Background: an optimization exercise with open tools, aiming at small area and a short achievable clock period. Do not read the settings as production practice. In this exercise RTL edits were held to simulation tests only and were not proved equivalent to the original.

==> design/flow/design.v <==
module ModAdd(
	input [32-1:0] in_1,
	input [32-1:0] in_2,
	input [32-1:0] modulus,
	output logic [32-1:0] out
);
logic [32:0] ans;
logic [32:0] ans_tmp;
always_comb begin
	ans = in_1 + in_2;
	ans_tmp = ans - modulus;
	out = (ans >= modulus) ? ans_tmp : ans;
end
endmodule
module ModSub(
	input [32-1:0] in_1,
	input [32-1:0] in_2,
	input [32-1:0] modulus,
	output logic [32-1:0] out
);
logic signed [32:0] ans;
logic signed [32:0] ans_tmp;
always_comb begin
	ans = in_1 - in_2;
	ans_tmp = ans + modulus;
	out = (ans[32] == 1'b1) ? ans_tmp : ans;
end
endmodule
module barrett_reduction 
#(
    parameter DATA_WIDTH = 32,  
    parameter DOUBLE_DATA_WIDTH = 2 * DATA_WIDTH, 
    parameter alpha = DATA_WIDTH + 1, 
    parameter beta = -2,
    parameter RS_FRI = DATA_WIDTH + beta, 
    parameter RS_SEC = alpha - beta, 
    parameter pre_computing_width = DATA_WIDTH + 3, 
    parameter DATA_FRI_RS_WIDTH = DOUBLE_DATA_WIDTH - RS_FRI, 
    parameter DATA_MULT_PRE_WIDTH = DATA_FRI_RS_WIDTH + pre_computing_width, 
    parameter precompute  = 11'd514
)
(
    input [DATA_WIDTH-1:0] a,
    input [DATA_WIDTH-1:0] b,
    input [DATA_WIDTH-1:0] modulus,
    input clk,
    input rst,
    output logic [DATA_WIDTH-1:0] result
);
    logic [DOUBLE_DATA_WIDTH-1:0] a_mul_b; 
    logic [DATA_FRI_RS_WIDTH-1:0] a_mul_b_RS; 
    logic [DATA_MULT_PRE_WIDTH-1:0] a_mul_b_RS_mul_precompute; 
    logic [DATA_WIDTH:0] Q;
    logic [DOUBLE_DATA_WIDTH-1:0] QM;
    logic [DATA_WIDTH:0] C_Minus_QM;
    logic [DATA_WIDTH:0] C_Minus_QM_1;
    logic [DATA_WIDTH-1:0]C_Minus_QM_MUX;
    always_comb begin
        a_mul_b = a*b;
        a_mul_b_RS = a_mul_b >> RS_FRI;
        a_mul_b_RS_mul_precompute = a_mul_b_RS * precompute;
        Q = a_mul_b_RS_mul_precompute >> RS_SEC;
        QM = Q * modulus;
        C_Minus_QM = a_mul_b - QM;
        C_Minus_QM_1 = C_Minus_QM - modulus;
        C_Minus_QM_MUX   = ((C_Minus_QM_1[DATA_WIDTH] == 1'b1)) ? C_Minus_QM : C_Minus_QM_1; 
    end
    always_ff @( posedge clk or posedge rst ) begin
        if (rst) begin
            result <= 'd0;
        end else begin
            result <= C_Minus_QM_MUX;
        end
    end
endmodule
module BU2_NWC (
    input [32-1:0] in1,
    input [32-1:0] in2,
    input [32-1:0] twiddle,
    input [32-1:0] modulus,
    input rst,
    input clk,
    output logic [32-1:0] BU_a,
    output logic [32-1:0] BU_b,
    output logic [32-1:0] twiddle_BU_out,
    output logic [32-1:0] modulus_BU_out
);
    logic [32-1:0] pip0_in1;
    logic [32-1:0] pip0_modulus;
    logic [32-1:0] pip0_twiddle;
    logic [32-1:0] add_out;
    logic [32-1:0] sub_out;
    logic [32-1:0] barrett_result_in2;
    barrett_reduction #(.pre_computing_width(32+3) , 
                        .precompute(35'd11453246119))
    barrett_reduction(
        .a(in2),
        .b(twiddle),
        .modulus(modulus),
        .clk(clk),
        .rst(rst),
        .result(barrett_result_in2)
    );
    always_ff @( posedge clk or posedge rst ) begin 
        if (rst) begin
            pip0_in1 <= 'd0;
            pip0_modulus <= 'd0;
            pip0_twiddle <= 'd0;
        end else begin
            pip0_in1 <= in1;
            pip0_modulus <= modulus;
            pip0_twiddle <= twiddle;
        end
    end
    ModAdd add1(
        .in_1(pip0_in1),
        .in_2(barrett_result_in2),
        .modulus(pip0_modulus),
        .out(add_out)
    );
    ModSub sub1(
        .in_1(pip0_in1),
        .in_2(barrett_result_in2),
        .modulus(pip0_modulus),
        .out(sub_out)
    );
    always_ff @( posedge clk or posedge rst ) begin 
        if (rst) begin
            BU_a <= 'd0;
            BU_b <= 'd0;
            twiddle_BU_out <= 'd0;
            modulus_BU_out <= 'd0;
        end else begin
            BU_a <= add_out;
            BU_b <= sub_out;
            twiddle_BU_out <= pip0_twiddle;
            modulus_BU_out <= pip0_modulus;
        end
    end
endmodule
==> design/flow/run.sh <==
#!/bin/bash
# synth_recipe.tcl (not shown) runs the flow's synth.tcl, then flattens the netlist and writes it again
# the make line also repeats each setting of config.mk as NAME=value (left out here)
make -C /OpenROAD-flow-scripts/flow DESIGN_CONFIG=/design/flow/config.mk WORK_HOME=/design/flow/orfs CLKGATE_MAP_FILE= SYNTH_SCRIPT=/design/flow/synth_recipe.tcl finish
==> design/flow/config.mk <==
export PLATFORM = sky130hd
export DESIGN_NAME = BU2_NWC
export DESIGN_NICKNAME = BU2_NWC
export VERILOG_FILES = /design/flow/design.v
export SDC_FILE = /design/flow/constraint.sdc
export NUM_CORES = 4
export LEC_CHECK = 0
export CAP_MARGIN = 20
export CORE_MARGIN = 2
export CORE_UTILIZATION = 40
export SLEW_MARGIN = 20
==> design/flow/constraint.sdc <==
create_clock -name core_clock -period 32.0 [get_ports {clk}]
set_input_delay 6.4000 -clock core_clock [delete_from_list [all_inputs] [get_ports {clk}]]
set_output_delay 6.4000 -clock core_clock [all_outputs]
set_load 0.01 [all_outputs]
==> impl_metrics.csv <==
group,metric,value,unit
logic_synthesis,yosysSeqAreaShare,7.60,%
cts,h-tree-depth,1,
place,place.gp.congestion,0.976,
finish,final_common_cell,"inv_1",
logic_synthesis,ys_warn_count,4,
worst_hold_path,worstHoldPathType,"reg -> reg",
floorplanning,core.rowCount,168,
timing,slew_violations,0,
logic_synthesis,synth_area,84200,um2
finish,finish.utilization,44.2,%
cts,clock-sinks,256,
logic_synthesis,synth.net_count,11900,
drt,drt_first_iter_violations,3349,
place,dp_hpwl,208,mm
cts,clkLatencyLatePin,0.61,ns
cts,path_clk_slew,0.06,ns
critical_path,cp_max_fo,31,
global_routing,grt_pass1_wl,374,mm
finish,area_growth,9.87,%
logic_synthesis,synth_edf_count,0,
critical_path,path_class,"in -> reg",
floorplanning,die_w,463,um
critical_path,reg2reg_slack,24.54,ns
logic_synthesis,ys_types,78,
floorplanning,die_y,463,um
logic_synthesis,synthCells,8994,
logic_synthesis,synth-seq-cells,256,
logic_synthesis,syn_area_per_cell,9.37,um2
drt,via_count,60100,
global_routing,first_global_vias,65700,
timing,finClkSkew,0.0144,ns
floorplanning,core_area,210000,um2
timing,fin_crit_sh,96.7,%
status,status,"complete, no violations",
cts,cts_made_buffers,26,
floorplanning,start_util,40.2,%
critical_path,arrival,31.44,ns
drt,firstDrtPassIters,7,
cts,clk_path_buf_depth,3,
critical_path,critPathMostFrequentCell,"fa_1",
critical_path,r2r_start,"barrett_reduction.result[1]",
cts,cts_hold_buffers,0,
timing,worst_pin_slew,1.20,ns
finish,mostFrequentLayoutCells,"inv_1, fa_1, ha_1",
place,portBuffers,257,
cts,root_buffer,"clkbuf_16",
timing,setup_viol,0,
global_routing,track_usage,22.2,%
logic_synthesis,synth_top_area_share,43.2,%
global_routing,grt_max_degree,74,
logic_synthesis,yosysTopAreaCell,"fa_1",
critical_path,worstSetupStartpointType,"input pin",
timing,max_freq,32.3,MHz
finish,drive_above_1_share,4.95,%
global_routing,grt.overflow.total,0,
drt,avgRoutedWirePerCell,19.4,um
place,dpl_cell_area,91500,um2
timing,slew_headroom,19.5,%
worst_hold_path,hp-start,"pip0_twiddle[8]",
logic_synthesis,synthArstFlopShare,100,%
critical_path,crit_start,"in2[5]",
floorplanning,io_pins,258,
timing,timing.hold.ws,0.347,ns
logic_synthesis,synth_flop_cell,"dfrtp_1",
cts,cts_tree,"yes",
timing,hold_viol_final,0,
floorplanning,die_area,214000,um2
finish,fin_area,92600,um2
flow_run,maxCapViolCount,0,
critical_path,critPathMaxStageDelay,0.72,ns
logic_synthesis,ys_top_cells_by_area,"fa_1, ha_1, inv_1, dfrtp_1, and2_1",
global_routing,antenna_found_initial,8,
finish,fill_cells,20300,
drt,antenna_left,0,
drt,drc,0,
finish,final_nets,12200,
timing,setup_tns,0,ns
drt,finalWirelength,234,mm
critical_path,cp_data_required_time,32.49,ns
critical_path,crit_path_end_kind,"register",
critical_path,crit_slowest_cell,"clkdlybuf4s50_1",
drt,routed_via_density,4.98,
timing,post-route-min-period,30.95,ns
[cell type report]
type / count / area [um2] / share of cell area, %
multi-input combinational: 6031 / 67800 / 73.3
inverter: 2391 / 8980 / 9.70
sequential: 256 / 6410 / 6.92
timing repair buffer: 553 / 4960 / 5.36
tap: 2805 / 3510 / 3.79
clock buffer: 30 / 676 / 0.730
clock inverter: 18 / 220 / 0.238
antenna: 2 / 5.00 / 0.00541
[synth_stat cells, types with 36 or more instances]
cell and instances:
nor3_1 57, xor2_1 87, ha_1 995, nand3_1 43
a21oi_1 216, inv_1 2391, a21o_1 103, nand2_1 918
and2_1 793, xnor2_1 219, fa_1 1818, mux2_2 36
clkbuf_1 307, o21bai_1 52, o21ai_0 143, dfrtp_1 256
nor2_1 164
[flip-flops by register name (all words and copies together), names as in the netlist]
| register | count |
|---|---|
| BU_a | 32 |
| BU_b | 32 |
| barrett_reduction.result | 32 |
| modulus_BU_out | 32 |
| pip0_in1 | 32 |
| pip0_modulus | 32 |
| pip0_twiddle | 32 |
| twiddle_BU_out | 32 |
[critical path, delay by kind of cell]
| family | cells | cell delay, ns |
|---|---|---|
| fa+ha+maj | 28 | 12.71 |
| compound gates | 23 | 5.16 |
| buf+inv | 18 | 2.49 |
| simple gates | 11 | 2.40 |
| xor+xnor | 6 | 1.86 |
| mux | 1 | 0.32 |
[final timing paths]
check                                         endpoint  cells past startpoint
setup / recovery           barrett_reduction.result[8]                     87
hold / removal                       twiddle_BU_out[8]                      0
setup reg to reg                               BU_a[5]                     27
hold reg to reg                      twiddle_BU_out[8]                      0
max in group asynchronous                 pip0_in1[24]                      3
min in group asynchronous              pip0_twiddle[0]                      2
[timing repair]
| item | 4_1_cts | 5_1_grt |
|---|---|---|
| resized for setup | 0 | 33 |
| hold endpoints to repair | 0 | 0 |
| endpoints found under the setup margin | 0 | 32 |
| buffers inserted | 0 | 0 |
[kinds of logic (layout without fill, tap and decap cells)]
group / Yosys count / count (layout) / synth area share [%]
AOI/OAI and AO/OA: 697 / 697 / 5.30
xor gates and xnor gates: 313 / 313 / 3.37
adders and majority gates: 2813 / 2813 / 58.0
buffers and inverters: 2707 / 2992 / 12.1
DFF: 256 / 256 / 7.60
muxes: 69 / 69 / 1.03
other: 0 / 2 / 0
and+or+nand+nor: 2139 / 2139 / 12.6
[layer usage]
layer	vias to the layer above	part of all wire, %	GRT usage, %
met5	-	0.015	0
met4	6	2.1	4.36
li1	27100	-	-
met3	238	5.1	2.45
met1	31400	44	30.4
met2	1412	49	38.0
[metrics by stage]
stage                     setup slack, ns  std cells
after detailed placement           -0.262      12000
after global routing             -0.00764      12100
after CTS                           0.291      12100
after floorplan                      2.35       8994
final                                1.05      12100
after global placement             -0.277      12000

re-timing with driven ports:
In the flow no input, the clock included, has a driving cell. The finished layout below was timed again as built, in two steps.
Step 1 sets driving cells, clkbuf_16 on the clock port and buf_2 on the other inputs (assumed; they add their load-dependent delay and slew).
Step 2 moves the port delays by t, midway between the first and last clock arrival at a register: inputs arrive t later, outputs are due t later. That takes back most of the time a late clock gives input paths.
a / b / c = ideal / step 1 / step 2; a / b = the first two.
t (ns): 0.679
setup WS [ns]: 1.051 / 1.089 / 0.410
worst setup path at the end: input to register
worst slew at a driven data input, ns: 0.08
cell pins on the clock port's net: 1
After both steps setup and hold are still met in this run. For this run, drivers alone change the setup slack by +0.038 ns; drivers and shift together by -0.641 ns.
